What follows belongs to an exercise in optimizing a design on an open flow for small area; a production flow would make more cautious choices.
The RTL was checked by simulation tests, not by an equivalence proof against the original design.
Power is estimated from default activity; no workload was simulated.

==> v24 <==
==> flow/design.v <==
module top_park(
    input clk_50MHz,
    input reset,
    input [4:0] token_input,   
    input entry_sensor,
    input exit_sensor,
    input entry_btn_raw,       
    input exit_btn_raw,        
    output reg [6:0] HEX0, HEX1, HEX2, HEX3, HEX4, HEX5,   
    output reg [3:0] state,        
    output reg [4:0] token_code    
);
localparam WAIT        = 4'd0;
localparam ENTRY       = 4'd1;
localparam TOKEN_STATE = 4'd2;
localparam OPEN_ENTRY  = 4'd3;
localparam CLOSE_ENTRY = 4'd4;
localparam EXIT        = 4'd5;
localparam OPEN_EXIT   = 4'd6;
localparam CLOSE_EXIT  = 4'd7;
localparam ERROR_CODE  = 4'd8;
localparam S_0 = 7'b1000000, S_1 = 7'b1111001, S_2 = 7'b0100100, S_3 = 7'b0110000,
           S_4 = 7'b0011001, S_5 = 7'b0010010, S_6 = 7'b0000010, S_7 = 7'b1111000,
           S_8 = 7'b0000000, S_9 = 7'b0010000, S_P = 7'b0001100, S_R = 7'b0101111,
           S_E = 7'b0000110, S_S = 7'b0010010, S_O = 7'b1000000, S_N = 7'b0101011,
           S_C = 7'b1000110, S_L = 7'b1000111, S_T = 7'b0000111, S_BLANK = 7'b1111111;
reg [3:0] div;
wire tick = (div == 4'd7);
always @(posedge clk_50MHz or posedge reset)
    if (reset) div <= 4'd0;
    else       div <= div + 4'd1;
reg btn_low;
wire btn_raw = state[2] ? exit_btn_raw : entry_btn_raw;
always @(posedge clk_50MHz)
    if (div == 4'd2)
        btn_low <= ~btn_raw;
    else if (div == 4'd3 || div == 4'd4 || div == 4'd5)
        btn_low <= btn_low & ~btn_raw;
reg [31:1] used_tok;
reg [2:0]  timer;             
reg [3:0]  slots_used;        
reg [4:0]  lfsr;
wire car_in  = ~entry_sensor;
wire car_out = ~exit_sensor;
wire [4:0] addr = state[0] ? token_input : lfsr;
wire tok_clear = (state == WAIT) & (slots_used == 4'd0);
wire [3:0] lo = tok_clear ? 4'hf : (4'd1 << addr[1:0]);
wire [7:0] hi = tok_clear ? 8'hff : (8'd1 << addr[4:2]);
wire [31:0] dec;
genvar g;
generate for (g = 0; g < 32; g = g + 1) begin : dcd
    assign dec[g] = lo[g % 4] & hi[g / 4];
end endgenerate
wire hit = |({used_tok, 1'b0} & dec);
wire t5 = (timer == 3'd5);
wire exit_go = btn_low & car_out;
wire store   = (state == CLOSE_ENTRY) & t5;
wire tok_val = ~tok_clear & (tick & store | hit & ~(tick & (state == EXIT) & exit_go));
integer i;
always @(posedge clk_50MHz)
    for (i = 1; i < 32; i = i + 1)
        if (dec[i]) used_tok[i] <= tok_val;
reg [3:0] nstate;
always @(*) begin
    nstate = state;
    case (state)
        WAIT:        if (car_in && slots_used != 4'd9) nstate = ENTRY;
                     else if (car_out && slots_used != 4'd0) nstate = EXIT;
        ENTRY:       if (!car_in) nstate = WAIT;
                     else if (btn_low) nstate = TOKEN_STATE;
        TOKEN_STATE: if (!hit) begin if (timer == 3'd2) nstate = OPEN_ENTRY; end
                     else if (timer == 3'd7) nstate = ERROR_CODE;
        OPEN_ENTRY:  if (t5) nstate = CLOSE_ENTRY;
        CLOSE_ENTRY: if (t5) nstate = WAIT;
        EXIT:        if (exit_go) nstate = hit ? OPEN_EXIT : ERROR_CODE;
                     else if (!car_out) nstate = WAIT;
        OPEN_EXIT:   if (t5) nstate = CLOSE_EXIT;
        CLOSE_EXIT:  if (t5) nstate = WAIT;
        ERROR_CODE:  if (timer == 3'd3) nstate = WAIT;
        default:     nstate = WAIT;
    endcase
end
always @(posedge clk_50MHz)
    if (tick) timer <= (nstate != state) ? 3'd0 : timer + 3'd1;
always @(posedge clk_50MHz or posedge reset) begin
    if (reset) begin
        state      <= WAIT;
        slots_used <= 4'd0;
        lfsr       <= 5'b00001;
        token_code <= 5'b00001;
    end else if (tick) begin
        state <= nstate;
        if (state == ENTRY && car_in && btn_low)
            lfsr <= {lfsr[3:0], lfsr[4] ^ lfsr[2]};
        if (state == TOKEN_STATE && !hit)
            token_code <= lfsr;
        if (store)
            slots_used <= slots_used + 4'd1;
        if (state == CLOSE_EXIT && t5)
            slots_used <= slots_used - 4'd1;
    end
end
function [6:0] seg;
    input [3:0] v;
    case (v)
        4'd0: seg = S_0; 4'd1: seg = S_1; 4'd2: seg = S_2; 4'd3: seg = S_3;
        4'd4: seg = S_4; 4'd5: seg = S_5; 4'd6: seg = S_6; 4'd7: seg = S_7;
        4'd8: seg = S_8; default: seg = S_9;
    endcase
endfunction
always @(*) begin
    case (state)
        WAIT:        {HEX5, HEX4, HEX3, HEX2, HEX1, HEX0} =
                     {S_9, S_BLANK, S_BLANK, seg(4'd9 - slots_used), S_BLANK, seg(slots_used)};
        ENTRY:       {HEX5, HEX4, HEX3, HEX2, HEX1, HEX0} = {S_P, S_R, S_E, S_S, S_S, S_BLANK};
        TOKEN_STATE: {HEX5, HEX4, HEX3, HEX2, HEX1, HEX0} =
                     {S_BLANK, token_code[4] ? S_1 : S_0, token_code[3] ? S_1 : S_0,
                      token_code[2] ? S_1 : S_0, token_code[1] ? S_1 : S_0, token_code[0] ? S_1 : S_0};
        OPEN_ENTRY:  {HEX5, HEX4, HEX3, HEX2, HEX1, HEX0} = {S_O, S_P, S_E, S_N, S_1, S_BLANK};
        CLOSE_ENTRY: {HEX5, HEX4, HEX3, HEX2, HEX1, HEX0} = {S_C, S_L, S_O, S_S, S_E, S_BLANK};
        EXIT:        {HEX5, HEX4, HEX3, HEX2, HEX1, HEX0} = {S_E, S_N, S_T, S_E, S_R, S_BLANK};
        OPEN_EXIT:   {HEX5, HEX4, HEX3, HEX2, HEX1, HEX0} = {S_O, S_P, S_E, S_N, S_2, S_BLANK};
        CLOSE_EXIT:  {HEX5, HEX4, HEX3, HEX2, HEX1, HEX0} = {S_C, S_L, S_O, S_S, S_E, S_BLANK};
        ERROR_CODE:  {HEX5, HEX4, HEX3, HEX2, HEX1, HEX0} = {S_E, S_R, S_R, S_O, S_R, S_BLANK};
        default:     {HEX5, HEX4, HEX3, HEX2, HEX1, HEX0} = {6{S_BLANK}};
    endcase
end
endmodule
==> flow/flow/run.sh <==
#!/bin/bash
# Own layout flow: the standard ORFS flow with
#  - an area-oriented ABC mapping script in synthesis (registers untouched),
#  - the smallest buffer (buf_1) for the port buffers,
#  - a small-buffer clock tree without dummy loads.
# Each tool's full output goes to a log file in the work folder.
set -euo pipefail
W=$(pwd)
F=$W/flow

# synthesis: synth_recipe.tcl with only the ABC script replaced
{
  head -1 $W/synth_recipe.tcl
  cat <<EOT
proc abc {args} {
  set i [lsearch \$args -script]
  set args [lreplace \$args \$i [expr {\$i + 1}] -script $F/area.abc]
  yosys abc {*}\$args
}
EOT
  tail -n +2 $W/synth_recipe.tcl
} > $W/area_synth.tcl

ARGS=(
  SYNTH_SCRIPT=$W/area_synth.tcl
  "BUFFER_PORTS_ARGS=-buffer_cell sky130_fd_sc_hd__buf_1"
  "CTS_ARGS=$(cat $F/cts_args)"
)
if [[ -f $F/extra_args ]]; then
  while read -r a; do [[ -n "$a" ]] && ARGS+=("$a"); done < $F/extra_args
fi

bash $W/standard.sh "${ARGS[@]}" synth > $W/flow_synth.log 2>&1
bash $W/standard.sh "${ARGS[@]}" finish > $W/flow_finish.log 2>&1
==> flow/flow/area.abc <==
strash
&get -n
&deepsyn -T 60
&put
dch
amap
topo
==> flow/flow/cts_args <==
-sink_clustering_enable -repair_clock_nets -buf_list sky130_fd_sc_hd__clkbuf_4 -dont_use_dummy_load
==> flow/flow/extra_args <==
ADDER_MAP_FILE=
==> flow/standard.sh <==
#!/bin/bash
# synth_recipe.tcl (not shown) runs the flow's synth.tcl, then flattens the netlist and writes it again
# the make line also repeats each setting of config.mk as NAME=value (left out here)
make -C /OpenROAD-flow-scripts/flow DESIGN_CONFIG=/design/flow/config.mk WORK_HOME=/design/flow/orfs CLKGATE_MAP_FILE= SYNTH_SCRIPT=/design/flow/synth_recipe.tcl "${@:-finish}"
==> flow/config.mk <==
export PLATFORM = sky130hd
export DESIGN_NAME = top_park
export DESIGN_NICKNAME = top_park
export VERILOG_FILES = /design/flow/design.v
export SDC_FILE = /design/flow/constraint.sdc
export NUM_CORES = 4
export LEC_CHECK = 0
export ABC_AREA = 1
export CAP_MARGIN = 20
export CORE_MARGIN = 2
export CORE_UTILIZATION = 40
export SLEW_MARGIN = 20
==> flow/constraint.sdc <==
create_clock -name core_clock -period 10.0 [get_ports {clk_50MHz}]
set_input_delay 2.0000 -clock core_clock [delete_from_list [all_inputs] [get_ports {clk_50MHz}]]
set_output_delay 2.0000 -clock core_clock [all_outputs]
set_load 0.01 [all_outputs]
==> v30: changes against v24 <==
--- a/flow/design.v
+++ b/flow/design.v
@@ -44,16 +44,11 @@
 wire car_out = ~exit_sensor;
-wire [4:0] addr = state[0] ? token_input : lfsr;
+wire [4:0] addr = state[0] ? token_input : lfsr;    
+wire [31:0] tok_vec = {used_tok, 1'b0};
+wire hit = tok_vec[addr];
+wire t5 = (timer == 3'd5);
+wire exit_go   = btn_low & car_out;
+wire store     = (state == CLOSE_ENTRY) & t5;
+wire remove    = (state == EXIT) & exit_go & hit;
+wire tok_write = tick & (store | remove);
 wire tok_clear = (state == WAIT) & (slots_used == 4'd0);
-wire [3:0] lo = tok_clear ? 4'hf : (4'd1 << addr[1:0]);
-wire [7:0] hi = tok_clear ? 8'hff : (8'd1 << addr[4:2]);
-wire [31:0] dec;
-genvar g;
-generate for (g = 0; g < 32; g = g + 1) begin : dcd
-    assign dec[g] = lo[g % 4] & hi[g / 4];
-end endgenerate
-wire hit = |({used_tok, 1'b0} & dec);
-wire t5 = (timer == 3'd5);
-wire exit_go = btn_low & car_out;
-wire store   = (state == CLOSE_ENTRY) & t5;
-wire tok_val = ~tok_clear & (tick & store | hit & ~(tick & (state == EXIT) & exit_go));
 integer i;
@@ -61,3 +56,4 @@
     for (i = 1; i < 32; i = i + 1)
-        if (dec[i]) used_tok[i] <= tok_val;
+        if (tok_clear) used_tok[i] <= 1'b0;
+        else if (tok_write && addr == i) used_tok[i] <= ~used_tok[i];
 reg [3:0] nstate;
==> flow/run.sh (new file) <==
#!/bin/bash
# synth_recipe.tcl (not shown) runs the flow's synth.tcl, then flattens the netlist and writes it again
# the make line also repeats each setting of config.mk as NAME=value (left out here)
make -C /OpenROAD-flow-scripts/flow DESIGN_CONFIG=/design/flow/config.mk WORK_HOME=/design/flow/orfs CLKGATE_MAP_FILE= SYNTH_SCRIPT=/design/flow/synth_recipe.tcl finish
removed: flow/flow/run.sh
removed: flow/flow/area.abc
removed: flow/flow/cts_args
removed: flow/flow/extra_args
removed: flow/standard.sh
==> results.txt <==
- Power: v30 is lower than v24 (about 14%).
- Of v24 and v30, v30 has the higher maximum frequency (gap about 6%, measured against v30).
- In v30 the count of clock-buffer cells in the layout is higher than in v24, by 3.
- In v24 the first-iteration DRC count is smaller than in v30, by about 60%.
- Between v24 and v30, the lower via count is in v24 (gap 35%, measured against v30).
- Between v30 and v24, the lower sequential power is in v30 (gap about 20%, measured against v24).
- In v30 the synthesized cell count is higher than in v24, by 91%.
- Against v24, the combinational power of v30 is lower by 64%.

afterwards: timing with drivers on the ports:
How much do the figures lean on ideal ports? The routed layouts below were timed once more, with nothing changed but the port constraints. Step 1: set_driving_cell puts a clkbuf_16 on clk_50MHz and a buf_2 on each other input, an assumption about the parent block. Step 2 times the ports against the registers' clock, not the clock port: input delays grow and output delays shrink by t, the midpoint of the rising clock arrivals with the driver on. a / b / c = ideal ports / drivers / drivers and shift; a / b = the first two.
| run | t, ns | setup WS [ns] | clock arrival spread, ns | pins driven straight from the clock port |
|---|---|---|---|---|
| v24 | 0.390 | 4.598 / 4.572 / 4.590 | 0.036 / 0.036 | 1 |
| v30 | 0.367 | 4.904 / 4.869 / 5.200 | 0.016 / 0.016 | 1 |
After both steps every run listed still meets setup and hold. The setup slack of v24, which loses most, moves by -0.026 ns with the drivers and by -0.008 ns with both steps.
